From an optimization exercise on the open Yosys and OpenROAD flow, aimed at small area; shortcuts taken in it are not production practice.
In this exercise RTL edits were held to simulation tests only and were not proved equivalent to the original.
Power figures rest on the tool's default switching activity, not on a simulated workload.

### design/flow/config.mk
export PLATFORM = sky130hd
export DESIGN_NAME = LT24Top
export DESIGN_NICKNAME = LT24Top
export VERILOG_FILES = /design/flow/design.v
export SDC_FILE = /design/flow/constraint.sdc
export NUM_CORES = 4
export LEC_CHECK = 0
export CAP_MARGIN = 20
export CORE_MARGIN = 2
export CORE_UTILIZATION = 40
export PLACE_DENSITY = 0.6
export SLEW_MARGIN = 20
### design/flow/constraint.sdc
create_clock -name core_clock -period 20.0 [get_ports {clock}]
set_input_delay 4.0000 -clock core_clock [delete_from_list [all_inputs] [get_ports {clock}]]
set_output_delay 4.0000 -clock core_clock [all_outputs]
set_load 0.01 [all_outputs]
### design/flow/design.v
module LT24Top (
    input              clock,
    input              globalReset,
    output             resetApp,
    output             LT24_WRn,
    output             LT24_RDn,
    output             LT24_CSn,
    output             LT24_RS,
    output             LT24_RESETn,
    output [     15:0] LT24_D,
    output             LT24_LCD_ON
);
assign LT24_RDn    = 1'b1;
assign LT24_CSn    = 1'b0;
assign LT24_LCD_ON = 1'b1;
reg [3:0] resetSync;
always @(posedge clock or posedge globalReset)
    if (globalReset) resetSync <= 4'hF;
    else             resetSync <= {resetSync[2:0], 1'b0};
wire reset = resetSync[3];
assign LT24_RESETn = ~reset;
reg [12:0] q;
reg        run;
always @(posedge clock or posedge reset)
    if (reset) begin
        q   <= 13'd3072;
        run <= 1'b0;
    end else begin
        q <= q + 13'd1;
        if (q[12:8] == 5'd0) run <= 1'b1;
    end
assign resetApp = reset | ~run;
wire [6:0] romIdx = q[7:1];
wire romHi   = (q[12:8] == 5'h1F);
wire romLast = (q[12:8] == 5'h00);
wire romOn   = (romIdx[6]|(romIdx[5]|(romIdx[4]&(romIdx[3]&(romIdx[2]|romIdx[1])))));
reg [8:0] romWord;
always @(*) begin
    case (romIdx)
        7'd26: romWord = 9'h0ef;
        7'd27: romWord = 9'h103;
        7'd28: romWord = 9'h180;
        7'd29: romWord = 9'h102;
        7'd30: romWord = 9'h0cf;
        7'd31: romWord = 9'h100;
        7'd32: romWord = 9'h181;
        7'd33: romWord = 9'h1c0;
        7'd34: romWord = 9'h0ed;
        7'd35: romWord = 9'h164;
        7'd36: romWord = 9'h103;
        7'd37: romWord = 9'h112;
        7'd38: romWord = 9'h181;
        7'd39: romWord = 9'h0e8;
        7'd40: romWord = 9'h185;
        7'd41: romWord = 9'h101;
        7'd42: romWord = 9'h178;
        7'd43: romWord = 9'h0cb;
        7'd44: romWord = 9'h139;
        7'd45: romWord = 9'h12c;
        7'd46: romWord = 9'h100;
        7'd47: romWord = 9'h134;
        7'd48: romWord = 9'h102;
        7'd49: romWord = 9'h0f7;
        7'd50: romWord = 9'h120;
        7'd51: romWord = 9'h0ea;
        7'd52: romWord = 9'h100;
        7'd53: romWord = 9'h100;
        7'd54: romWord = 9'h0c0;
        7'd55: romWord = 9'h123;
        7'd56: romWord = 9'h0c1;
        7'd57: romWord = 9'h110;
        7'd58: romWord = 9'h0c5;
        7'd59: romWord = 9'h13e;
        7'd60: romWord = 9'h128;
        7'd61: romWord = 9'h0c7;
        7'd62: romWord = 9'h186;
        7'd63: romWord = 9'h036;
        7'd64: romWord = 9'h148;
        7'd65: romWord = 9'h03a;
        7'd66: romWord = 9'h155;
        7'd67: romWord = 9'h0b1;
        7'd68: romWord = 9'h100;
        7'd69: romWord = 9'h11b;
        7'd70: romWord = 9'h0b6;
        7'd71: romWord = 9'h108;
        7'd72: romWord = 9'h182;
        7'd73: romWord = 9'h127;
        7'd74: romWord = 9'h0f2;
        7'd75: romWord = 9'h100;
        7'd76: romWord = 9'h026;
        7'd77: romWord = 9'h101;
        7'd78: romWord = 9'h0e0;
        7'd79: romWord = 9'h10f;
        7'd80: romWord = 9'h131;
        7'd81: romWord = 9'h12b;
        7'd82: romWord = 9'h10c;
        7'd83: romWord = 9'h10e;
        7'd84: romWord = 9'h108;
        7'd85: romWord = 9'h14e;
        7'd86: romWord = 9'h1f1;
        7'd87: romWord = 9'h137;
        7'd88: romWord = 9'h107;
        7'd89: romWord = 9'h110;
        7'd90: romWord = 9'h103;
        7'd91: romWord = 9'h10e;
        7'd92: romWord = 9'h109;
        7'd93: romWord = 9'h100;
        7'd94: romWord = 9'h0e1;
        7'd95: romWord = 9'h100;
        7'd96: romWord = 9'h10e;
        7'd97: romWord = 9'h114;
        7'd98: romWord = 9'h103;
        7'd99: romWord = 9'h111;
        7'd100: romWord = 9'h107;
        7'd101: romWord = 9'h131;
        7'd102: romWord = 9'h1c1;
        7'd103: romWord = 9'h148;
        7'd104: romWord = 9'h108;
        7'd105: romWord = 9'h10f;
        7'd106: romWord = 9'h10c;
        7'd107: romWord = 9'h131;
        7'd108: romWord = 9'h136;
        7'd109: romWord = 9'h10f;
        7'd110: romWord = 9'h0b1;
        7'd111: romWord = 9'h100;
        7'd112: romWord = 9'h101;
        7'd113: romWord = 9'h0f6;
        7'd114: romWord = 9'h101;
        7'd115: romWord = 9'h110;
        7'd116: romWord = 9'h100;
        7'd117: romWord = 9'h011;
        7'd118: romWord = 9'h02a;
        7'd119: romWord = 9'h100;
        7'd120: romWord = 9'h100;
        7'd121: romWord = 9'h100;
        7'd122: romWord = 9'h1ef;
        7'd123: romWord = 9'h02b;
        7'd124: romWord = 9'h100;
        7'd125: romWord = 9'h100;
        7'd126: romWord = 9'h101;
        7'd127: romWord = 9'h13f;
        default: romWord = 9'h100;
    endcase
end
reg [7:0] xAddr;
reg [8:0] yAddr;
reg [4:0] xTrack;    
reg [4:0] yTrack;    
wire [3:0] qp = q[3:0];    
wire pixStep = run & (qp == 4'd0);
always @(posedge clock or posedge resetApp)
    if (resetApp) begin
        xAddr <= 8'd0; yAddr <= 9'd0; xTrack <= 5'd0; yTrack <= 5'd0;
    end else if (pixStep) begin
        if (xAddr != 8'd239) begin
            xAddr  <= xAddr + 8'd1;
            xTrack <= ((xTrack[4]&(xTrack[3]|(xTrack[2]|xTrack[1])))) ? 5'd0 : xTrack + 5'd1;
        end else begin
            xAddr  <= 8'd0;
            xTrack <= 5'd0;
            yAddr  <= (yAddr == 9'd319) ? 9'd0 : yAddr + 9'd1;
            yTrack <= (((yTrack[4]&(yTrack[3]|(yTrack[2]|yTrack[1])))) || (yAddr == 9'd0)) ? 5'd0 : yTrack + 5'd1;
        end
    end
reg [18:0] lc;
reg [2:0]  ls;
always @(posedge clock or posedge resetApp)
    if (resetApp) begin
        lc <= 19'd286705;
        ls <= 3'd0;
    end else if (lc == 19'd286720) begin
        lc <= 19'd0;
        case (ls)
            3'd0: ls <= 3'd1;
            3'd1: ls <= 3'd3;
            3'd2: ls <= 3'd3;
            3'd3: ls <= 3'd4;
            3'd4: ls <= 3'd5;
            3'd5: ls <= 3'd6;
            3'd6: ls <= 3'd7;
            3'd7: ls <= 3'd2;
        endcase
    end else begin
        lc <= lc + 19'd1;
    end
wire lSeen  = (lc[18]|(lc[17]|(lc[16]&(lc[15]|lc[14]))));
wire lGreen = lSeen & ~(lc[18]|(lc[17]&(lc[16]&(lc[15]|(lc[14]|lc[13])))));
wire lAhead = (lc[18]|(lc[17]|(lc[16]&(lc[15]|(lc[14]|(lc[13]&(lc[12]&(lc[11]&(lc[10]&(lc[9]&(lc[8]&(lc[7]&(lc[6]&(lc[5]&(lc[4]&(lc[3]|lc[2]))))))))))))))));
wire go_z1L = ((ls==3'd4));
wire go_z1C = ((ls==3'd3));
wire go_z1R = ((ls==3'd0)|(ls==3'd4)|(ls==3'd5)|(ls==3'd6)|(ls==3'd7));
wire go_z1P = ((ls==3'd1)|(ls==3'd2));
wire go_z2L = ((ls==3'd0)|(ls==3'd5)|(ls==3'd7));
wire go_z2C = ((ls==3'd4));
wire go_z2R = ((ls==3'd0)|(ls==3'd1)|(ls==3'd2)|(ls==3'd5)|(ls==3'd6)|(ls==3'd7));
wire go_z2P = ((ls==3'd3));
wire go_z3L = ((ls==3'd1)|(ls==3'd2));
wire go_z3C = ((ls==3'd3)|(ls==3'd5));
wire go_z3R = ((ls==3'd1)|(ls==3'd2)|(ls==3'd3));
wire go_z3P = ((ls==3'd4));
wire go_z4L = ((ls==3'd0)|(ls==3'd6)|(ls==3'd7));
wire go_z4C = ((ls==3'd0)|(ls==3'd1)|(ls==3'd2)|(ls==3'd6)|(ls==3'd7));
wire go_z4R = ((ls==3'd3)|(ls==3'd4));
wire go_z4P = ((ls==3'd5));
wire b_z1P = lSeen ? go_z1P : ((ls==3'd0)|(ls==3'd1)|(ls==3'd3));
wire b_z2P = lSeen ? go_z2P : ((ls==3'd0)|(ls==3'd1)|(ls==3'd4));
wire b_z3P = lSeen ? go_z3P : ((ls==3'd0)|(ls==3'd1)|(ls==3'd5));
wire b_z4P = lSeen ? go_z4P : ((ls==3'd0)|(ls==3'd1)|(ls==3'd6));
reg [3:0] carId;
always @(posedge clock or posedge reset)
    if (reset) carId <= 4'd1;
    else       carId <= (carId == 4'd12) ? 4'd1 : carId + 4'd1;
reg  [167:0] ring;
wire [13:0]  head = ring[167:154];
wire [8:0]   hM   = head[8:0];
wire [1:0]   hSeg = head[10:9];
wire [2:0]   hU   = head[13:11];
reg  [13:0]  headNext;
always @(posedge clock) ring <= {ring[153:0], headNext};
wire inWin  = (q[3:2] != 2'd0);                  
wire updWin = run & (q[10:4] == 7'd64);
wire upd    = updWin & inWin;
wire par    = q[11];
reg  [2:0] snapLs;
reg        snapSeen;
always @(posedge clock)
    if (updWin & (qp == 4'd3)) begin
        snapLs   <= ls;
        snapSeen <= lAhead;
    end
reg [8:0] tE;
always @(*) begin
    case ({carId, hSeg})
        6'd4: tE = 9'd149;
        6'd5: tE = 9'd0;
        6'd6: tE = 9'd0;
        6'd7: tE = 9'd319;
        6'd8: tE = 9'd0;
        6'd12: tE = 9'd164;
        6'd15: tE = 9'd0;
        6'd16: tE = 9'd129;
        6'd17: tE = 9'd0;
        6'd18: tE = 9'd0;
        6'd19: tE = 9'd239;
        6'd20: tE = 9'd319;
        6'd24: tE = 9'd114;
        6'd27: tE = 9'd0;
        6'd28: tE = 9'd89;
        6'd29: tE = 9'd0;
        6'd30: tE = 9'd0;
        6'd31: tE = 9'd0;
        6'd32: tE = 9'd239;
        6'd36: tE = 9'd74;
        6'd39: tE = 9'd319;
        6'd40: tE = 9'd189;
        6'd41: tE = 9'd0;
        6'd42: tE = 9'd0;
        6'd43: tE = 9'd0;
        6'd44: tE = 9'd0;
        6'd48: tE = 9'd204;
        6'd51: tE = 9'd239;
        default: tE = 9'bx;
    endcase
end
reg [8:0] tL;
always @(*) begin
    case ({carId, hSeg})
        6'd4: tL = 9'd122;
        6'd5: tL = 9'd113;
        6'd6: tL = 9'd189;
        6'd7: tL = 9'd233;
        6'd8: tL = 9'd233;
        6'd12: tL = 9'd113;
        6'd15: tL = 9'd233;
        6'd16: tL = 9'd113;
        6'd17: tL = 9'd122;
        6'd18: tL = 9'd149;
        6'd19: tL = 9'd6;
        6'd20: tL = 9'd6;
        6'd24: tL = 9'd73;
        6'd27: tL = 9'd6;
        6'd28: tL = 9'd116;
        6'd29: tL = 9'd125;
        6'd30: tL = 9'd129;
        6'd31: tL = 9'd6;
        6'd32: tL = 9'd6;
        6'd36: tL = 9'd205;
        6'd39: tL = 9'd6;
        6'd40: tL = 9'd125;
        6'd41: tL = 9'd116;
        6'd42: tL = 9'd89;
        6'd43: tL = 9'd313;
        6'd44: tL = 9'd313;
        6'd48: tL = 9'd165;
        6'd51: tL = 9'd313;
        default: tL = 9'bx;
    endcase
end
reg [1:0] tNS;
always @(*) begin
    case ({carId, hSeg})
        6'd4: tNS = 2'd1;
        6'd5: tNS = 2'd2;
        6'd6: tNS = 2'd3;
        6'd7: tNS = 2'd0;
        6'd8: tNS = 2'd0;
        6'd12: tNS = 2'd3;
        6'd15: tNS = 2'd0;
        6'd16: tNS = 2'd1;
        6'd17: tNS = 2'd2;
        6'd18: tNS = 2'd3;
        6'd19: tNS = 2'd0;
        6'd20: tNS = 2'd0;
        6'd24: tNS = 2'd3;
        6'd27: tNS = 2'd0;
        6'd28: tNS = 2'd1;
        6'd29: tNS = 2'd2;
        6'd30: tNS = 2'd3;
        6'd31: tNS = 2'd0;
        6'd32: tNS = 2'd0;
        6'd36: tNS = 2'd3;
        6'd39: tNS = 2'd0;
        6'd40: tNS = 2'd1;
        6'd41: tNS = 2'd2;
        6'd42: tNS = 2'd3;
        6'd43: tNS = 2'd0;
        6'd44: tNS = 2'd0;
        6'd48: tNS = 2'd3;
        6'd51: tNS = 2'd0;
        default: tNS = 2'bx;
    endcase
end
reg [0:0] tDir;
always @(*) begin
    case ({carId, hSeg})
        6'd4: tDir = 1'd0;
        6'd5: tDir = 1'd1;
        6'd6: tDir = 1'd1;
        6'd7: tDir = 1'd1;
        6'd8: tDir = 1'd0;
        6'd12: tDir = 1'd0;
        6'd15: tDir = 1'd0;
        6'd16: tDir = 1'd1;
        6'd17: tDir = 1'd1;
        6'd18: tDir = 1'd1;
        6'd19: tDir = 1'd1;
        6'd20: tDir = 1'd1;
        6'd24: tDir = 1'd1;
        6'd27: tDir = 1'd0;
        6'd28: tDir = 1'd1;
        6'd29: tDir = 1'd1;
        6'd30: tDir = 1'd1;
        6'd31: tDir = 1'd0;
        6'd32: tDir = 1'd1;
        6'd36: tDir = 1'd1;
        6'd39: tDir = 1'd1;
        6'd40: tDir = 1'd0;
        6'd41: tDir = 1'd1;
        6'd42: tDir = 1'd1;
        6'd43: tDir = 1'd0;
        6'd44: tDir = 1'd0;
        6'd48: tDir = 1'd0;
        6'd51: tDir = 1'd1;
        default: tDir = 1'bx;
    endcase
end
reg [0:0] tAx;
always @(*) begin
    case ({carId, hSeg})
        6'd4: tAx = 1'd0;
        6'd5: tAx = 1'd0;
        6'd6: tAx = 1'd0;
        6'd7: tAx = 1'd1;
        6'd8: tAx = 1'd0;
        6'd12: tAx = 1'd0;
        6'd15: tAx = 1'd1;
        6'd16: tAx = 1'd1;
        6'd17: tAx = 1'd0;
        6'd18: tAx = 1'd0;
        6'd19: tAx = 1'd0;
        6'd20: tAx = 1'd1;
        6'd24: tAx = 1'd1;
        6'd27: tAx = 1'd0;
        6'd28: tAx = 1'd0;
        6'd29: tAx = 1'd0;
        6'd30: tAx = 1'd0;
        6'd31: tAx = 1'd1;
        6'd32: tAx = 1'd0;
        6'd36: tAx = 1'd0;
        6'd39: tAx = 1'd1;
        6'd40: tAx = 1'd1;
        6'd41: tAx = 1'd0;
        6'd42: tAx = 1'd0;
        6'd43: tAx = 1'd0;
        6'd44: tAx = 1'd1;
        6'd48: tAx = 1'd1;
        6'd51: tAx = 1'd0;
        default: tAx = 1'bx;
    endcase
end
reg [8:0] tF5;
always @(*) begin
    case ({carId, hSeg})
        6'd4: tF5 = 9'd139;
        6'd5: tF5 = 9'd148;
        6'd6: tF5 = 9'd157;
        6'd7: tF5 = 9'd99;
        6'd8: tF5 = 9'd124;
        6'd12: tF5 = 9'd109;
        6'd15: tF5 = 9'd159;
        6'd16: tF5 = 9'd99;
        6'd17: tF5 = 9'd151;
        6'd18: tF5 = 9'd160;
        6'd19: tF5 = 9'd169;
        6'd20: tF5 = 9'd84;
        6'd24: tF5 = 9'd69;
        6'd27: tF5 = 9'd109;
        6'd28: tF5 = 9'd169;
        6'd29: tF5 = 9'd160;
        6'd30: tF5 = 9'd151;
        6'd31: tF5 = 9'd129;
        6'd32: tF5 = 9'd184;
        6'd36: tF5 = 9'd199;
        6'd39: tF5 = 9'd69;
        6'd40: tF5 = 9'd129;
        6'd41: tF5 = 9'd157;
        6'd42: tF5 = 9'd148;
        6'd43: tF5 = 9'd139;
        6'd44: tF5 = 9'd144;
        6'd48: tF5 = 9'd159;
        6'd51: tF5 = 9'd199;
        default: tF5 = 9'bx;
    endcase
end
reg [8:0] tStart, tStop;
reg bCar;
always @(*) begin
    case (carId)
        4'd1: begin tStart = 9'd233; tStop = 9'd187; bCar = snapSeen ? ((snapLs==3'd4)) : ((snapLs==3'd0)|(snapLs==3'd1)|(snapLs==3'd5)); end
        4'd2: begin tStart = 9'd233; tStop = 9'd187; bCar = snapSeen ? ((snapLs==3'd3)) : ((snapLs==3'd4)); end
        4'd3: begin tStart = 9'd233; tStop = 9'd187; bCar = snapSeen ? ((snapLs==3'd0)|(snapLs==3'd4)|(snapLs==3'd5)|(snapLs==3'd6)|(snapLs==3'd7)) : ((snapLs==3'd2)|(snapLs==3'd5)|(snapLs==3'd6)|(snapLs==3'd7)); end
        4'd4: begin tStart = 9'd6; tStop = 9'd91; bCar = snapSeen ? ((snapLs==3'd0)|(snapLs==3'd5)|(snapLs==3'd7)) : ((snapLs==3'd0)|(snapLs==3'd1)|(snapLs==3'd2)|(snapLs==3'd6)); end
        4'd5: begin tStart = 9'd6; tStop = 9'd91; bCar = snapSeen ? ((snapLs==3'd4)) : ((snapLs==3'd5)); end
        4'd6: begin tStart = 9'd6; tStop = 9'd91; bCar = snapSeen ? ((snapLs==3'd0)|(snapLs==3'd1)|(snapLs==3'd2)|(snapLs==3'd5)|(snapLs==3'd6)|(snapLs==3'd7)) : ((snapLs==3'd2)|(snapLs==3'd3)|(snapLs==3'd6)|(snapLs==3'd7)); end
        4'd7: begin tStart = 9'd6; tStop = 9'd51; bCar = snapSeen ? ((snapLs==3'd1)|(snapLs==3'd2)) : ((snapLs==3'd0)|(snapLs==3'd1)|(snapLs==3'd3)); end
        4'd8: begin tStart = 9'd6; tStop = 9'd51; bCar = snapSeen ? ((snapLs==3'd3)|(snapLs==3'd5)) : ((snapLs==3'd4)|(snapLs==3'd6)); end
        4'd9: begin tStart = 9'd6; tStop = 9'd51; bCar = snapSeen ? ((snapLs==3'd1)|(snapLs==3'd2)|(snapLs==3'd3)) : ((snapLs==3'd3)|(snapLs==3'd4)); end
        4'd10: begin tStart = 9'd313; tStop = 9'd227; bCar = snapSeen ? ((snapLs==3'd0)|(snapLs==3'd6)|(snapLs==3'd7)) : ((snapLs==3'd0)|(snapLs==3'd1)|(snapLs==3'd2)|(snapLs==3'd7)); end
        4'd11: begin tStart = 9'd313; tStop = 9'd227; bCar = snapSeen ? ((snapLs==3'd0)|(snapLs==3'd1)|(snapLs==3'd2)|(snapLs==3'd6)|(snapLs==3'd7)) : ((snapLs==3'd2)|(snapLs==3'd3)|(snapLs==3'd7)); end
        4'd12: begin tStart = 9'd313; tStop = 9'd227; bCar = snapSeen ? ((snapLs==3'd3)|(snapLs==3'd4)) : ((snapLs==3'd4)|(snapLs==3'd5)); end
        default: begin tStart = 9'd0; tStop = 9'd0; bCar = 1'b0; end
    endcase
end
wire atStop  = (hSeg == 2'd0) & (hM == tStop);
wire mv      = par & (hU == 3'd0) & ~(atStop & ~bCar);
wire segEnd  = hSeg[0] ^ hSeg[1] | (hM == tE);
wire [8:0] hStep = hM + {{8{~tDir}}, 1'b1};
always @(*) begin
    headNext = head;
    if (resetApp) headNext = {3'd0, 2'd0, tStart};
    else if (upd) begin
        if (mv) begin
            if (segEnd) headNext = {3'd0, tNS, tL};
            else        headNext = {3'd0, hSeg, hStep};
        end else if (par) begin
            headNext = {hU + 3'd1, hSeg, hM};
        end
    end
end
wire [8:0] pixM = tAx ? yAddr : {1'b0, xAddr};
wire [8:0] pixF = tAx ? {1'b0, xAddr} : yAddr;
wire [9:0] dM = {1'b0, pixM} - {1'b0, hM} + 10'd5;
wire [9:0] dF = {1'b0, pixF} - {1'b0, tF5};
wire carHit = ~(dM[9]|(dM[8]|(dM[7]|(dM[6]|(dM[5]|(dM[4]|(dM[3]&(dM[2]|(dM[1]&dM[0]))))))))) & ~(dF[9]|(dF[8]|(dF[7]|(dF[6]|(dF[5]|(dF[4]|(dF[3]&(dF[2]|(dF[1]&dF[0]))))))))) & (hM[8]|(hM[7]|(hM[6]|(hM[5]|(hM[4]|(hM[3]|(hM[2]&(hM[1]|hM[0]))))))));
reg  [3:0] bestCar;    
wire takeCar = carHit & (carId > bestCar);
wire [3:0] carSel = takeCar ? carId : bestCar;
always @(posedge clock)
    if (qp == 4'd4)  bestCar <= carHit ? carId : 4'd0;
    else if (inWin)  bestCar <= carSel;
wire cg_z1 = (((yAddr==9'd54)|(yAddr==9'd64)|(yAddr==9'd74)|(yAddr==9'd84)|(yAddr==9'd94)) & (xAddr==8'd189)) |
    (((yAddr==9'd55)|(yAddr==9'd63)|(yAddr==9'd65)|(yAddr==9'd73)|(yAddr==9'd75)|(yAddr==9'd83)|(yAddr==9'd85)|(yAddr==9'd93)) & ((xAddr[7]&(xAddr[6]|(xAddr[5]&(xAddr[4]&(xAddr[3]&(xAddr[2]|xAddr[1]))))))&~(xAddr[7]&(xAddr[6]&(xAddr[5]|(xAddr[4]|(xAddr[3]|(xAddr[2]|(xAddr[1]|xAddr[0]))))))))) |
    ((((yAddr[8]|(yAddr[7]|(yAddr[6]|(yAddr[5]&(yAddr[4]&yAddr[3])))))&~(yAddr[8]|(yAddr[7]|(yAddr[6]|(yAddr[5]&(yAddr[4]&(yAddr[3]&(yAddr[2]|(yAddr[1]&yAddr[0])))))))))|((yAddr[8]|(yAddr[7]|(yAddr[6]|(yAddr[5]&(yAddr[4]&(yAddr[3]&yAddr[2]))))))&~(yAddr[8]|(yAddr[7]|(yAddr[6]|(yAddr[5]&(yAddr[4]&(yAddr[3]&(yAddr[2]&(yAddr[1]&yAddr[0])))))))))|((yAddr[8]|(yAddr[7]|(yAddr[6]&(yAddr[5]|(yAddr[4]|(yAddr[3]|(yAddr[2]|yAddr[1])))))))&~(yAddr[8]|(yAddr[7]|(yAddr[6]&(yAddr[5]|(yAddr[4]|(yAddr[3]|(yAddr[2]&(yAddr[1]|yAddr[0])))))))))|((yAddr[8]|(yAddr[7]|(yAddr[6]&(yAddr[5]|(yAddr[4]|(yAddr[3]|(yAddr[2]&yAddr[1])))))))&~(yAddr[8]|(yAddr[7]|(yAddr[6]&(yAddr[5]|(yAddr[4]|(yAddr[3]&(yAddr[2]|(yAddr[1]|yAddr[0])))))))))|((yAddr[8]|(yAddr[7]|(yAddr[6]&(yAddr[5]|(yAddr[4]|(yAddr[3]&yAddr[2]))))))&~(yAddr[8]|(yAddr[7]|(yAddr[6]&(yAddr[5]|(yAddr[4]|(yAddr[3]&(yAddr[2]&(yAddr[1]&yAddr[0])))))))))|((yAddr[8]|(yAddr[7]|(yAddr[6]&(yAddr[5]|yAddr[4]))))&~(yAddr[8]|(yAddr[7]|(yAddr[6]&(yAddr[5]|(yAddr[4]&(yAddr[3]|(yAddr[2]|(yAddr[1]&yAddr[0])))))))))|((yAddr[8]|(yAddr[7]|(yAddr[6]&(yAddr[5]|(yAddr[4]&(yAddr[3]|(yAddr[2]&yAddr[1])))))))&~(yAddr[8]|(yAddr[7]|(yAddr[6]&(yAddr[5]|(yAddr[4]&(yAddr[3]&(yAddr[2]|(yAddr[1]|yAddr[0])))))))))|((yAddr[8]|(yAddr[7]|(yAddr[6]&(yAddr[5]|(yAddr[4]&(yAddr[3]&(yAddr[2]|yAddr[1])))))))&~(yAddr[8]|(yAddr[7]|(yAddr[6]&(yAddr[5]|(yAddr[4]&(yAddr[3]&(yAddr[2]&(yAddr[1]|yAddr[0])))))))))) & ((xAddr[7]&(xAddr[6]|(xAddr[5]&(xAddr[4]&(xAddr[3]&(xAddr[2]|(xAddr[1]|xAddr[0])))))))&~(xAddr[7]&(xAddr[6]&(xAddr[5]|(xAddr[4]|(xAddr[3]|(xAddr[2]|xAddr[1])))))))) |
    (((yAddr==9'd59)|(yAddr==9'd69)|(yAddr==9'd79)|(yAddr==9'd89)) & ((xAddr[7]&(xAddr[6]|(xAddr[5]&(xAddr[4]&xAddr[3]))))&~(xAddr[7]&(xAddr[6]&(xAddr[5]|(xAddr[4]|(xAddr[3]|(xAddr[2]|(xAddr[1]&xAddr[0])))))))));
wire cg_z2 = (((xAddr==8'd14)|(xAddr==8'd24)|(xAddr==8'd34)|(xAddr==8'd44)|(xAddr==8'd54)) & (yAddr==9'd89)) |
    (((xAddr==8'd15)|(xAddr==8'd23)|(xAddr==8'd25)|(xAddr==8'd33)|(xAddr==8'd35)|(xAddr==8'd43)|(xAddr==8'd45)|(xAddr==8'd53)) & ((yAddr[8]|(yAddr[7]|(yAddr[6]&(yAddr[5]|(yAddr[4]&(yAddr[3]|(yAddr[2]&yAddr[1])))))))&~(yAddr[8]|(yAddr[7]|(yAddr[6]&(yAddr[5]|(yAddr[4]&(yAddr[3]&(yAddr[2]&(yAddr[1]|yAddr[0])))))))))) |
    ((((xAddr[7]|(xAddr[6]|(xAddr[5]|xAddr[4])))&~(xAddr[7]|(xAddr[6]|(xAddr[5]|(xAddr[4]&(xAddr[3]|(xAddr[2]|(xAddr[1]&xAddr[0]))))))))|((xAddr[7]|(xAddr[6]|(xAddr[5]|(xAddr[4]&(xAddr[3]|xAddr[2])))))&~(xAddr[7]|(xAddr[6]|(xAddr[5]|(xAddr[4]&(xAddr[3]|(xAddr[2]&(xAddr[1]&xAddr[0]))))))))|((xAddr[7]|(xAddr[6]|(xAddr[5]|(xAddr[4]&(xAddr[3]&(xAddr[2]|xAddr[1]))))))&~(xAddr[7]|(xAddr[6]|(xAddr[5]|(xAddr[4]&(xAddr[3]&(xAddr[2]&(xAddr[1]|xAddr[0]))))))))|((xAddr[7]|(xAddr[6]|(xAddr[5]|(xAddr[4]&(xAddr[3]&(xAddr[2]&xAddr[1]))))))&~(xAddr[7]|(xAddr[6]|(xAddr[5]&(xAddr[4]|(xAddr[3]|(xAddr[2]|(xAddr[1]|xAddr[0]))))))))|((xAddr[7]|(xAddr[6]|(xAddr[5]&(xAddr[4]|(xAddr[3]|xAddr[2])))))&~(xAddr[7]|(xAddr[6]|(xAddr[5]&(xAddr[4]|(xAddr[3]|(xAddr[2]&(xAddr[1]&xAddr[0]))))))))|((xAddr[7]|(xAddr[6]|(xAddr[5]&(xAddr[4]|xAddr[3]))))&~(xAddr[7]|(xAddr[6]|(xAddr[5]&(xAddr[4]|(xAddr[3]&(xAddr[2]|(xAddr[1]&xAddr[0]))))))))|((xAddr[7]|(xAddr[6]|(xAddr[5]&(xAddr[4]|(xAddr[3]&(xAddr[2]&xAddr[1]))))))&~(xAddr[7]|(xAddr[6]|(xAddr[5]&(xAddr[4]&(xAddr[3]|(xAddr[2]|(xAddr[1]|xAddr[0]))))))))|((xAddr[7]|(xAddr[6]|(xAddr[5]&(xAddr[4]&(xAddr[3]|(xAddr[2]|xAddr[1]))))))&~(xAddr[7]|(xAddr[6]|(xAddr[5]&(xAddr[4]&(xAddr[3]|(xAddr[2]&(xAddr[1]|xAddr[0]))))))))) & ((yAddr[8]|(yAddr[7]|(yAddr[6]&(yAddr[5]|(yAddr[4]&(yAddr[3]|(yAddr[2]&(yAddr[1]|yAddr[0]))))))))&~(yAddr[8]|(yAddr[7]|(yAddr[6]&(yAddr[5]|(yAddr[4]&(yAddr[3]&(yAddr[2]&yAddr[1]))))))))) |
    (((xAddr==8'd19)|(xAddr==8'd29)|(xAddr==8'd39)|(xAddr==8'd49)) & ((yAddr[8]|(yAddr[7]|(yAddr[6]&(yAddr[5]|(yAddr[4]&(yAddr[3]|yAddr[2]))))))&~(yAddr[8]|(yAddr[7]|(yAddr[6]&(yAddr[5]|(yAddr[4]&(yAddr[3]&(yAddr[2]&(yAddr[1]&yAddr[0]))))))))));
wire cg_z3 = (((yAddr==9'd224)|(yAddr==9'd234)|(yAddr==9'd244)|(yAddr==9'd254)|(yAddr==9'd264)) & (xAddr==8'd50)) |
    (((yAddr==9'd225)|(yAddr==9'd233)|(yAddr==9'd235)|(yAddr==9'd243)|(yAddr==9'd245)|(yAddr==9'd253)|(yAddr==9'd263)) & ((xAddr[7]|(xAddr[6]|(xAddr[5]&(xAddr[4]|(xAddr[3]&(xAddr[2]&(xAddr[1]&xAddr[0])))))))&~(xAddr[7]|(xAddr[6]|(xAddr[5]&(xAddr[4]&(xAddr[3]|(xAddr[2]&xAddr[1])))))))) |
    ((((yAddr[8]|(yAddr[7]&(yAddr[6]&(yAddr[5]&(yAddr[4]|(yAddr[3]|(yAddr[2]|yAddr[1])))))))&~(yAddr[8]|(yAddr[7]&(yAddr[6]&(yAddr[5]&(yAddr[4]|(yAddr[3]|(yAddr[2]&(yAddr[1]|yAddr[0])))))))))|((yAddr[8]|(yAddr[7]&(yAddr[6]&(yAddr[5]&(yAddr[4]|(yAddr[3]|(yAddr[2]&yAddr[1])))))))&~(yAddr[8]|(yAddr[7]&(yAddr[6]&(yAddr[5]&(yAddr[4]|(yAddr[3]&(yAddr[2]|(yAddr[1]|yAddr[0])))))))))|((yAddr[8]|(yAddr[7]&(yAddr[6]&(yAddr[5]&(yAddr[4]|(yAddr[3]&yAddr[2]))))))&~(yAddr[8]|(yAddr[7]&(yAddr[6]&(yAddr[5]&(yAddr[4]|(yAddr[3]&(yAddr[2]&(yAddr[1]&yAddr[0])))))))))|((yAddr[8]|(yAddr[7]&(yAddr[6]&(yAddr[5]&yAddr[4]))))&~(yAddr[8]|(yAddr[7]&(yAddr[6]&(yAddr[5]&(yAddr[4]&(yAddr[3]|(yAddr[2]|(yAddr[1]&yAddr[0])))))))))|((yAddr[8]|(yAddr[7]&(yAddr[6]&(yAddr[5]&(yAddr[4]&(yAddr[3]|(yAddr[2]&yAddr[1])))))))&~(yAddr[8]|(yAddr[7]&(yAddr[6]&(yAddr[5]&(yAddr[4]&(yAddr[3]&(yAddr[2]|(yAddr[1]|yAddr[0])))))))))|((yAddr[8]|(yAddr[7]&(yAddr[6]&(yAddr[5]&(yAddr[4]&(yAddr[3]&(yAddr[2]|yAddr[1])))))))&~(yAddr[8]|(yAddr[7]&(yAddr[6]&(yAddr[5]&(yAddr[4]&(yAddr[3]&(yAddr[2]&(yAddr[1]|yAddr[0])))))))))|(yAddr[8]&~(yAddr[8]&(yAddr[7]|(yAddr[6]|(yAddr[5]|(yAddr[4]|(yAddr[3]|(yAddr[2]|(yAddr[1]&yAddr[0])))))))))|((yAddr[8]&(yAddr[7]|(yAddr[6]|(yAddr[5]|(yAddr[4]|(yAddr[3]|yAddr[2]))))))&~(yAddr[8]&(yAddr[7]|(yAddr[6]|(yAddr[5]|(yAddr[4]|(yAddr[3]|(yAddr[2]&(yAddr[1]&yAddr[0])))))))))) & ((xAddr[7]|(xAddr[6]|(xAddr[5]&(xAddr[4]|(xAddr[3]&(xAddr[2]&xAddr[1]))))))&~(xAddr[7]|(xAddr[6]|(xAddr[5]&(xAddr[4]&(xAddr[3]|(xAddr[2]&(xAddr[1]&xAddr[0]))))))))) |
    (((yAddr==9'd229)|(yAddr==9'd239)|(yAddr==9'd249)|(yAddr==9'd259)) & ((xAddr[7]|(xAddr[6]|(xAddr[5]&(xAddr[4]|(xAddr[3]&(xAddr[2]&(xAddr[1]|xAddr[0])))))))&~(xAddr[7]|(xAddr[6]|(xAddr[5]&(xAddr[4]&xAddr[3]))))));
wire cg_z4 = (((xAddr==8'd184)|(xAddr==8'd194)|(xAddr==8'd204)|(xAddr==8'd214)|(xAddr==8'd224)) & (yAddr==9'd229)) |
    (((xAddr==8'd185)|(xAddr==8'd193)|(xAddr==8'd195)|(xAddr==8'd203)|(xAddr==8'd205)|(xAddr==8'd213)|(xAddr==8'd215)|(xAddr==8'd223)) & ((yAddr[8]|(yAddr[7]&(yAddr[6]&(yAddr[5]&(yAddr[4]|(yAddr[3]|(yAddr[2]|yAddr[1])))))))&~(yAddr[8]|(yAddr[7]&(yAddr[6]&(yAddr[5]&(yAddr[4]|(yAddr[3]&(yAddr[2]|(yAddr[1]|yAddr[0])))))))))) |
    ((((xAddr[7]&(xAddr[6]|(xAddr[5]&(xAddr[4]&(xAddr[3]&(xAddr[2]|xAddr[1]))))))&~(xAddr[7]&(xAddr[6]|(xAddr[5]&(xAddr[4]&(xAddr[3]&(xAddr[2]&(xAddr[1]|xAddr[0]))))))))|((xAddr[7]&(xAddr[6]|(xAddr[5]&(xAddr[4]&(xAddr[3]&(xAddr[2]&xAddr[1]))))))&~(xAddr[7]&(xAddr[6]&(xAddr[5]|(xAddr[4]|(xAddr[3]|(xAddr[2]|(xAddr[1]|xAddr[0]))))))))|((xAddr[7]&(xAddr[6]&(xAddr[5]|(xAddr[4]|(xAddr[3]|xAddr[2])))))&~(xAddr[7]&(xAddr[6]&(xAddr[5]|(xAddr[4]|(xAddr[3]|(xAddr[2]&(xAddr[1]&xAddr[0]))))))))|((xAddr[7]&(xAddr[6]&(xAddr[5]|(xAddr[4]|xAddr[3]))))&~(xAddr[7]&(xAddr[6]&(xAddr[5]|(xAddr[4]|(xAddr[3]&(xAddr[2]|(xAddr[1]&xAddr[0]))))))))|((xAddr[7]&(xAddr[6]&(xAddr[5]|(xAddr[4]|(xAddr[3]&(xAddr[2]&xAddr[1]))))))&~(xAddr[7]&(xAddr[6]&(xAddr[5]|(xAddr[4]&(xAddr[3]|(xAddr[2]|(xAddr[1]|xAddr[0]))))))))|((xAddr[7]&(xAddr[6]&(xAddr[5]|(xAddr[4]&(xAddr[3]|(xAddr[2]|xAddr[1]))))))&~(xAddr[7]&(xAddr[6]&(xAddr[5]|(xAddr[4]&(xAddr[3]|(xAddr[2]&(xAddr[1]|xAddr[0]))))))))|((xAddr[7]&(xAddr[6]&(xAddr[5]|(xAddr[4]&xAddr[3]))))&~(xAddr[7]&(xAddr[6]&(xAddr[5]|(xAddr[4]&(xAddr[3]&(xAddr[2]|(xAddr[1]&xAddr[0]))))))))|((xAddr[7]&(xAddr[6]&(xAddr[5]|(xAddr[4]&(xAddr[3]&xAddr[2])))))&~(xAddr[7]&(xAddr[6]&(xAddr[5]|(xAddr[4]&(xAddr[3]&(xAddr[2]&(xAddr[1]&xAddr[0]))))))))) & ((yAddr[8]|(yAddr[7]&(yAddr[6]&(yAddr[5]&(yAddr[4]|(yAddr[3]|(yAddr[2]|(yAddr[1]|yAddr[0]))))))))&~(yAddr[8]|(yAddr[7]&(yAddr[6]&(yAddr[5]&(yAddr[4]|(yAddr[3]&(yAddr[2]|yAddr[1]))))))))) |
    (((xAddr==8'd189)|(xAddr==8'd199)|(xAddr==8'd209)|(xAddr==8'd219)) & ((yAddr[8]|(yAddr[7]&(yAddr[6]&yAddr[5])))&~(yAddr[8]|(yAddr[7]&(yAddr[6]&(yAddr[5]&(yAddr[4]|(yAddr[3]&(yAddr[2]|(yAddr[1]&yAddr[0]))))))))));
wire circHit = cg_z1 | cg_z2 | cg_z3 | cg_z4;
wire qRight = (xAddr[7]|(xAddr[6]&(xAddr[5]&(xAddr[4]&xAddr[3]))));
wire qLow = (yAddr[8]|(yAddr[7]&(yAddr[6]|yAddr[5])));
wire [1:0] circGrp = qLow ? (qRight ? 2'd3 : 2'd2) : (qRight ? 2'd0 : 2'd1);
reg [1:0] circSub;
always @(*) begin
    circSub = 2'd0;
    case (circGrp)
        2'd0: begin
            if (((yAddr[8]|(yAddr[7]|(yAddr[6]&(yAddr[5]|(yAddr[4]|(yAddr[3]&(yAddr[2]|(yAddr[1]&yAddr[0]))))))))&~(yAddr[8]|(yAddr[7]|(yAddr[6]&(yAddr[5]|(yAddr[4]&(yAddr[3]|(yAddr[2]&(yAddr[1]|yAddr[0])))))))))) circSub = 2'd1;
            if (((yAddr[8]|(yAddr[7]|(yAddr[6]&(yAddr[5]|(yAddr[4]|(yAddr[3]|(yAddr[2]|(yAddr[1]|yAddr[0]))))))))&~(yAddr[8]|(yAddr[7]|(yAddr[6]&(yAddr[5]|(yAddr[4]|(yAddr[3]&(yAddr[2]|(yAddr[1]&yAddr[0])))))))))) circSub = 2'd2;
            if (((yAddr[8]|(yAddr[7]|(yAddr[6]|(yAddr[5]&(yAddr[4]&(yAddr[3]|(yAddr[2]&yAddr[1])))))))&~(yAddr[8]|(yAddr[7]|(yAddr[6]&(yAddr[5]|(yAddr[4]|(yAddr[3]|(yAddr[2]|(yAddr[1]|yAddr[0])))))))))) circSub = 2'd3;
        end
        2'd1: begin
            if (((xAddr[7]|(xAddr[6]|(xAddr[5]&(xAddr[4]|(xAddr[3]|(xAddr[2]|(xAddr[1]&xAddr[0])))))))&~(xAddr[7]|(xAddr[6]|(xAddr[5]&(xAddr[4]|(xAddr[3]&(xAddr[2]&(xAddr[1]|xAddr[0]))))))))) circSub = 2'd1;
            if (((xAddr[7]|(xAddr[6]|(xAddr[5]|(xAddr[4]&(xAddr[3]&(xAddr[2]|(xAddr[1]|xAddr[0])))))))&~(xAddr[7]|(xAddr[6]|(xAddr[5]&(xAddr[4]|(xAddr[3]|(xAddr[2]|(xAddr[1]&xAddr[0]))))))))) circSub = 2'd2;
            if (((xAddr[7]|(xAddr[6]|(xAddr[5]|(xAddr[4]|(xAddr[3]&(xAddr[2]&xAddr[1]))))))&~(xAddr[7]|(xAddr[6]|(xAddr[5]|(xAddr[4]&(xAddr[3]&(xAddr[2]|(xAddr[1]|xAddr[0]))))))))) circSub = 2'd3;
        end
        2'd2: begin
            if (((yAddr[8]|(yAddr[7]&(yAddr[6]&(yAddr[5]&(yAddr[4]|(yAddr[3]&(yAddr[2]|yAddr[1])))))))&~(yAddr[8]|(yAddr[7]&(yAddr[6]&(yAddr[5]&(yAddr[4]&(yAddr[3]|yAddr[2])))))))) circSub = 2'd1;
            if (((yAddr[8]|(yAddr[7]&(yAddr[6]&(yAddr[5]&(yAddr[4]&(yAddr[3]|yAddr[2]))))))&~(yAddr[8]|(yAddr[7]&(yAddr[6]&(yAddr[5]&(yAddr[4]&(yAddr[3]&(yAddr[2]&(yAddr[1]&yAddr[0])))))))))) circSub = 2'd2;
            if ((yAddr[8]&~(yAddr[8]&(yAddr[7]|(yAddr[6]|(yAddr[5]|(yAddr[4]|(yAddr[3]&(yAddr[2]|(yAddr[1]|yAddr[0])))))))))) circSub = 2'd3;
        end
        2'd3: begin
            if (((xAddr[7]&(xAddr[6]&(xAddr[5]|(xAddr[4]|(xAddr[3]|(xAddr[2]|xAddr[1]))))))&~(xAddr[7]&(xAddr[6]&(xAddr[5]|(xAddr[4]|(xAddr[3]&xAddr[2]))))))) circSub = 2'd1;
            if (((xAddr[7]&(xAddr[6]&(xAddr[5]|(xAddr[4]|(xAddr[3]&xAddr[2])))))&~(xAddr[7]&(xAddr[6]&(xAddr[5]|(xAddr[4]&(xAddr[3]|(xAddr[2]&xAddr[1])))))))) circSub = 2'd2;
            if (((xAddr[7]&(xAddr[6]&(xAddr[5]|(xAddr[4]&(xAddr[3]|(xAddr[2]&xAddr[1]))))))&~(xAddr[7]&(xAddr[6]&(xAddr[5]&(xAddr[4]|(xAddr[3]|(xAddr[2]|(xAddr[1]|xAddr[0]))))))))) circSub = 2'd3;
        end
    endcase
end
wire [3:0] circId = {circGrp, circSub};
reg circGo;
always @(*) begin
    case (circId)
        4'd0: circGo = go_z1L;
        4'd1: circGo = go_z1C;
        4'd2: circGo = go_z1R;
        4'd3: circGo = go_z1P;
        4'd4: circGo = go_z2L;
        4'd5: circGo = go_z2C;
        4'd6: circGo = go_z2R;
        4'd7: circGo = go_z2P;
        4'd8: circGo = go_z3L;
        4'd9: circGo = go_z3C;
        4'd10: circGo = go_z3R;
        4'd11: circGo = go_z3P;
        4'd12: circGo = go_z4L;
        4'd13: circGo = go_z4C;
        4'd14: circGo = go_z4R;
        4'd15: circGo = go_z4P;
    endcase
end
wire circGreen = lGreen | ((circId == 4'd4) & ((ls==3'd7) | (ls==3'd0)));
wire [3:0] circCode = circGo ? (circGreen ? 4'd9 : 4'd8) : 4'd7;
wire grass = (~(xAddr[7]|(xAddr[6]|(xAddr[5]&(xAddr[4]&(xAddr[3]&xAddr[2]))))) | (xAddr[7]&(xAddr[6]|(xAddr[5]&(xAddr[4]&(xAddr[3]|(xAddr[2]|(xAddr[1]&xAddr[0])))))))) & (~(yAddr[8]|(yAddr[7]|(yAddr[6]&(yAddr[5]&(yAddr[4]|(yAddr[3]|yAddr[2])))))) | (yAddr[8]|(yAddr[7]&(yAddr[6]&(yAddr[5]|(yAddr[4]&(yAddr[3]&(yAddr[2]|(yAddr[1]&yAddr[0])))))))));
wire xDash = ~(xTrack[4]|(xTrack[3]&(xTrack[2]|xTrack[1])));
wire yDash = ~(yTrack[4]|(yTrack[3]&(yTrack[2]|yTrack[1])));
reg [3:0] code;
always @(*) begin
    code = grass ? 4'd1 : 4'd0;
    if ((xAddr == 8'd119) && yDash) code = 4'd2;
    else if ((yAddr == 9'd159) && xDash) code = 4'd2;
    if (b_z1P && ((yAddr[8]|(yAddr[7]|(yAddr[6]&(yAddr[5]&(yAddr[4]|(yAddr[3]|(yAddr[2]|(yAddr[1]&yAddr[0]))))))))&~(yAddr[8]|(yAddr[7]&(yAddr[6]|yAddr[5])))) && (xAddr == 8'd179) && yDash) code = 4'd3;
    if (b_z2P && ((xAddr[7]|(xAddr[6]&(xAddr[5]&(xAddr[4]&(xAddr[3]|(xAddr[2]&(xAddr[1]&xAddr[0])))))))&~(xAddr[7]&(xAddr[6]|(xAddr[5]&(xAddr[4]&(xAddr[3]|xAddr[2])))))) && (yAddr == 9'd99) && xDash) code = 4'd3;
    if (b_z3P && ((yAddr[8]|(yAddr[7]|(yAddr[6]&(yAddr[5]&(yAddr[4]|(yAddr[3]|(yAddr[2]|(yAddr[1]&yAddr[0]))))))))&~(yAddr[8]|(yAddr[7]&(yAddr[6]|yAddr[5])))) && (xAddr == 8'd59) && yDash) code = 4'd3;
    if (b_z4P && ((xAddr[7]|(xAddr[6]|(xAddr[5]&(xAddr[4]&(xAddr[3]&(xAddr[2]|(xAddr[1]&xAddr[0])))))))&~(xAddr[7]|(xAddr[6]&(xAddr[5]&(xAddr[4]&xAddr[3]))))) && (yAddr == 9'd219) && xDash) code = 4'd3;
    case (carSel)
        4'd1: code = 4'd4;
        4'd2: code = 4'd5;
        4'd3: code = 4'd6;
        4'd4: code = 4'd5;
        4'd5: code = 4'd4;
        4'd6: code = 4'd6;
        4'd7: code = 4'd5;
        4'd8: code = 4'd6;
        4'd9: code = 4'd4;
        4'd10: code = 4'd6;
        4'd11: code = 4'd4;
        4'd12: code = 4'd5;
        default: ;
    endcase
    if (circHit) code = circCode;
    if ((xAddr == 8'd0) && (yAddr == 9'd0) && (yTrack == 5'd0)) code = 4'd0;
end
reg [3:0] colourCode;
always @(posedge clock or posedge resetApp)
    if (resetApp) colourCode <= 4'd10;
    else if (qp == 4'd15) colourCode <= code;
reg [16:0] colourWord;  
always @(*) begin
    case (colourCode)
        4'd0: colourWord = 17'h10000;
        4'd1: colourWord = 17'h18400;
        4'd2: colourWord = 17'h1ffff;
        4'd3: colourWord = 17'h187f0;
        4'd4: colourWord = 17'h1fc08;
        4'd5: colourWord = 17'h1001f;
        4'd6: colourWord = 17'h187ff;
        4'd7: colourWord = 17'h1f800;
        4'd8: colourWord = 17'h1ffe0;
        4'd9: colourWord = 17'h187e0;
        4'd10: colourWord = 17'h00029;
        default: colourWord = 17'h10000;
    endcase
end
reg [16:0] busWord;  
always @(*) begin
    if (run) begin
        case (q[3:1])
            3'd1: busWord = 17'h0002A;
            3'd2: busWord = 17'h10000;
            3'd3: busWord = {9'h100, xAddr};
            3'd4: busWord = 17'h0002B;
            3'd5: busWord = {16'h8000, yAddr[8]};
            3'd6: busWord = {9'h100, yAddr[7:0]};
            3'd7: busWord = 17'h0002C;
            default: busWord = colourWord;
        endcase
    end else if (romLast) begin
        busWord = 17'h00029;
    end else if (romHi) begin
        busWord = {romWord[8], 8'h00, romWord[7:0]};
    end else begin
        busWord = 17'h10000;
    end
end
assign LT24_RS  = busWord[16];
assign LT24_D   = busWord[15:0];
assign LT24_WRn = q[0] & (run | (romHi & romOn));
endmodule
### design/flow/run.sh
#!/bin/bash
# synth_recipe.tcl (not shown) runs the flow's synth.tcl, then flattens the netlist and writes it again
# the make line also repeats each setting of config.mk as NAME=value (left out here)
make -C /OpenROAD-flow-scripts/flow DESIGN_CONFIG=/design/flow/config.mk WORK_HOME=/design/flow/orfs CLKGATE_MAP_FILE= SYNTH_SCRIPT=/design/flow/synth_recipe.tcl finish
==> results.toml <==
[yosys]
synth_area_sq_um = 16000
ys_seq_area_share_pct = 34.5
syn_area_per_cell_sq_um = 8.25
synth.most_common_cell = "nor2_1"
ys_top_cells_by_count = "nor2_1 (184), dfxtp_1 (168), o21ai_0 (156), nand2_1 (151), a21oi_1 (134)"
yosysWarningCount = 1
synthTopCellsByArea = "dfxtp_1 (21%), dfrtp_1 (8.5%), ha_1 (7.8%), o21ai_0 (4.9%), nor2_1 (4.3%)"
ys_async_sr_fraction_pct = 29.9
yosys.area.top_type = "dfxtp_1"
synth_ff_type = "dfxtp_1"
yosysTopAreaCellShare_pct = 21.1
ys_seq_elements = 251
synth_edf_count = 8
ys_types = 95
netlist_instances = 1935

[sta]
max_slew_margin_pct = 37.0
clock.fmax_mhz = 120
finalClockSkew_ps = 11.2
finalSetupViolCount = 0
rsz0062_at_grt = "false"
fin_crit_sh_pct = 41.8
fin_setup_tns_ps = 0
finalHoldViolCount = 0
hold_ws_ps = 321
min_period_ps = 8360
tightest_slew_ps = 921
drv_slew = 0

[critical_path]
critPathKind = "flip-flop to primary output"
arrival_ps = 4360
worst_r2r_endpoint = "colourCode[1]"
cp-start-kind = "flip-flop"
cp_max_fo = 67
crit_path_max_incr_delay_ps = 710
worstRegToRegCells = 20
cp-end-kind = "primary output"
cp_slowest_cell = "clkinv_1"
reg2reg_from = "ring[164]"
r2r_slack_ps = 13510
crit_chain = "buf_4 > clkinv_1 > nor2_1 > o21ai_0 > a211oi_1 > a31o_2 > a21oi_1 > o21a_1 > o221ai_1 > clkdlybuf4s50_1"
cp.required_ps = 16000

[global_route]
grt_pass1_wl_mm = 74.9
grt_pass1_vias = 13500
grt-ovfl-total = 0
grt_max_degree = 68
grt.total_usage_pct = 22.5
antenna_found_initial = 0

[cells_and_area]
fin_nets = 1973
layout-drive-gt1-share_pct = 7.15
num_antenna_cells = 0
syn_to_final_growth_pct = 8.74

[floorplanning]
ios = 25
coreArea_sq_um = 39500
rows = 73
die_w_um = 204
die_area_sq_um = 41500
die_h_um = 204
initial_utilization_pct = 40.4

[clock_tree]
cts_tree = "yes"
cts_resized = 0
cts_hold_buf = 0
cts_buffers = 27
h-tree-depth = 1
cts.clk_slew.worst_paths_ps = 70
post_cts_buffers = 0
cts_buffer_depth = 3
cts.sinks = 251
clk_latency_ps = 570
root_buffer = "clkbuf_16"

[drt]
routed_wl_mm = 47.4
vias = 14600
ant_nets = 0
drcViolationCount = 0
post_drt_wl_per_cell_um = 19.6
drt_pass1_iterations = 9
drt_iter0_drc = 1751
vias_per_cell = 6.06

[power_and_ir_drop]
p_clk_share_pct = 48.3
ir_worst_vdd_uv = 51.9
swShare_pct = 22.3
cellLeakagePower_nw = 6.79
power.internal_mw = 0.816
p_seq_share_pct = 49.4
pwr-share-comb_pct = 2.2
power_density_nw_per_um2 = 60.5
switching_power_mw = 0.234

[job]
maxCapViolations = 0

[run_status]
status = "timing/DRC/antenna clean"

[placed_design]
io_buffers = 21
gp_congestion = 0.956
dp_hpwl_mm = 33.4

[hold_path]
hp-class = "flip-flop to asynchronous set/reset pin"
cells in the final DEF, fill, tap and decap left out, drive strengths merged, types with 11 or more instances in the layout:
| cell | instances |
|---|---|
| nor3b | 12 |
| dfrtp | 54 |
| nand3 | 49 |
| o21ai | 156 |
| nand2 | 151 |
| dfxtp | 168 |
| nor3 | 52 |
| o211ai | 20 |
| a211oi | 33 |
| a21o | 12 |
| o31ai | 13 |
| nor2b | 29 |
| and3 | 16 |
| clkdlybuf4s50 | 21 |
| o22ai | 20 |
| nand2b | 37 |
| or2 | 11 |
| a22oi | 15 |
| dfstp | 21 |
| nand4 | 22 |
| clkbuf | 35 |
| a21oi | 135 |
| a31oi | 27 |
| ha | 99 |
| buf | 24 |
| nor2 | 184 |
| xor2 | 28 |
| xnor2 | 37 |
| a221oi | 12 |
| or3 | 15 |
| mux2i | 32 |
| o21a | 13 |
| inv | 82 |
| nor4 | 21 |
| mux2 | 14 |
registers in the layout, indices dropped and copies added (netlist names):
register / count
q: 13
yTrack: 5
lc: 19
xAddr: 8
ring: 168
run: 1
resetSync: 4
xTrack: 5
ls: 3
snapLs: 3
snapSeen: 1
bestCar: 4
colourCode: 4
carId: 4
yAddr: 9
how the worst max path moves through the flow:
stage               start         to  depth (start not counted)  slack (ps)
global placement     q[3]  LT24_D[5]                         11       12310
finish               q[3]  LT24_D[5]                         10       11640
detailed placement   q[3]  LT24_D[5]                         10       12280
CTS                  q[3]  LT24_D[5]                         10       11680
floorplan            q[1]  LT24_D[5]                         11       13560
global route         q[3]  LT24_D[5]                         10       11320
layer usage:
layer	GRT usage [%]	part of all wire (%)	wire, um
met5	0	0	0
met4	10.0	4.7	2210
met3	3.20	7.2	3430
met2	33.7	43	20500
met1	32.0	45	21300
worst max-delay path, delay by kind of cell, from the launching register on:
kind            cells  cell delay [ps]
buf+inv             3             1790
compound gates      6             1010
simple gates        1              630
flops               1              340
cell families after synthesis:
logic type               count (synthesis)  share of synthesized area, %
adder cells (fa/ha/maj)                104                          8.26
AND/OR/NAND/NOR                        651                          20.5
multiplexers                            47                          3.13
flip-flops                             251                          34.5
AO/OA/AOI/OAI                          594                          24.5
buffers and inverters                  221                          5.57
XOR/XNOR                                65                          3.56
other                                    2                        0.0470
cell type report:
class,instances,area (sq um)
Inverter,79,297
Tap cell,525,657
Timing Repair Buffer,45,390
Sequential cell,251,5510
Multi-Input combinational cell,1465,9590
Clock buffer,35,777
Fill cell,3885,22200
Clock inverter,14,146
per-stage QoR:
step | instance area (sq um) | cells | worst slack, ps | util, % | power, mW
floorplan | 16000 | 1937 | 13560 | - | 0.545
finish | 17400 | 2414 | 11640 | 43.9 | 1.05
global route | 17400 | 2414 | 11320 | 43.9 | 1.09
detailed placement | 16400 | 2365 | 12280 | 41.6 | 0.553
CTS | 17400 | 2414 | 11680 | 43.9 | 1.06
global placement | 16400 | 2365 | 12310 | 41.6 | 0.552
power groups by stage:
stage               clock (mW)  sequential, mW  combinational (mW)
finish                   0.508           0.519              0.0235
detailed placement           0           0.529              0.0234
CTS                      0.522           0.519              0.0236
global placement             0           0.529              0.0230
floorplan                    0           0.527              0.0180
global route             0.544           0.520              0.0266

what the ideal ports hide:
Ports are ideal in the flow. The routed layout listed here was re-timed in OpenROAD.
Step 1 sets driving cells, clkbuf_16 on the clock port and buf_2 on the other inputs (assumed; they add their load-dependent delay and slew).
Step 2 adds t to the input delays and takes it off the output delays; t is the mean of the earliest and latest rising clock arrival at the registers after step 1. Input paths then give back, and output paths get back, about the clock's delay inside the block.
Slacks: ideal ports / drivers / drivers and shift; pairs: ideal ports / drivers.
shift t [ns]: 0.620
setup WS [ns]: 11.636 / 11.581 / 12.201
hold WS [ns]: 0.321 / 0.321 / 0.321
worst register clock-pin slew, ns: 0.07 / 0.07
pins driven straight from the clock port: 1
After both steps this run still meets setup and hold. The setup slack of this run moves by -0.055 ns with the drivers and by +0.565 ns with both steps.
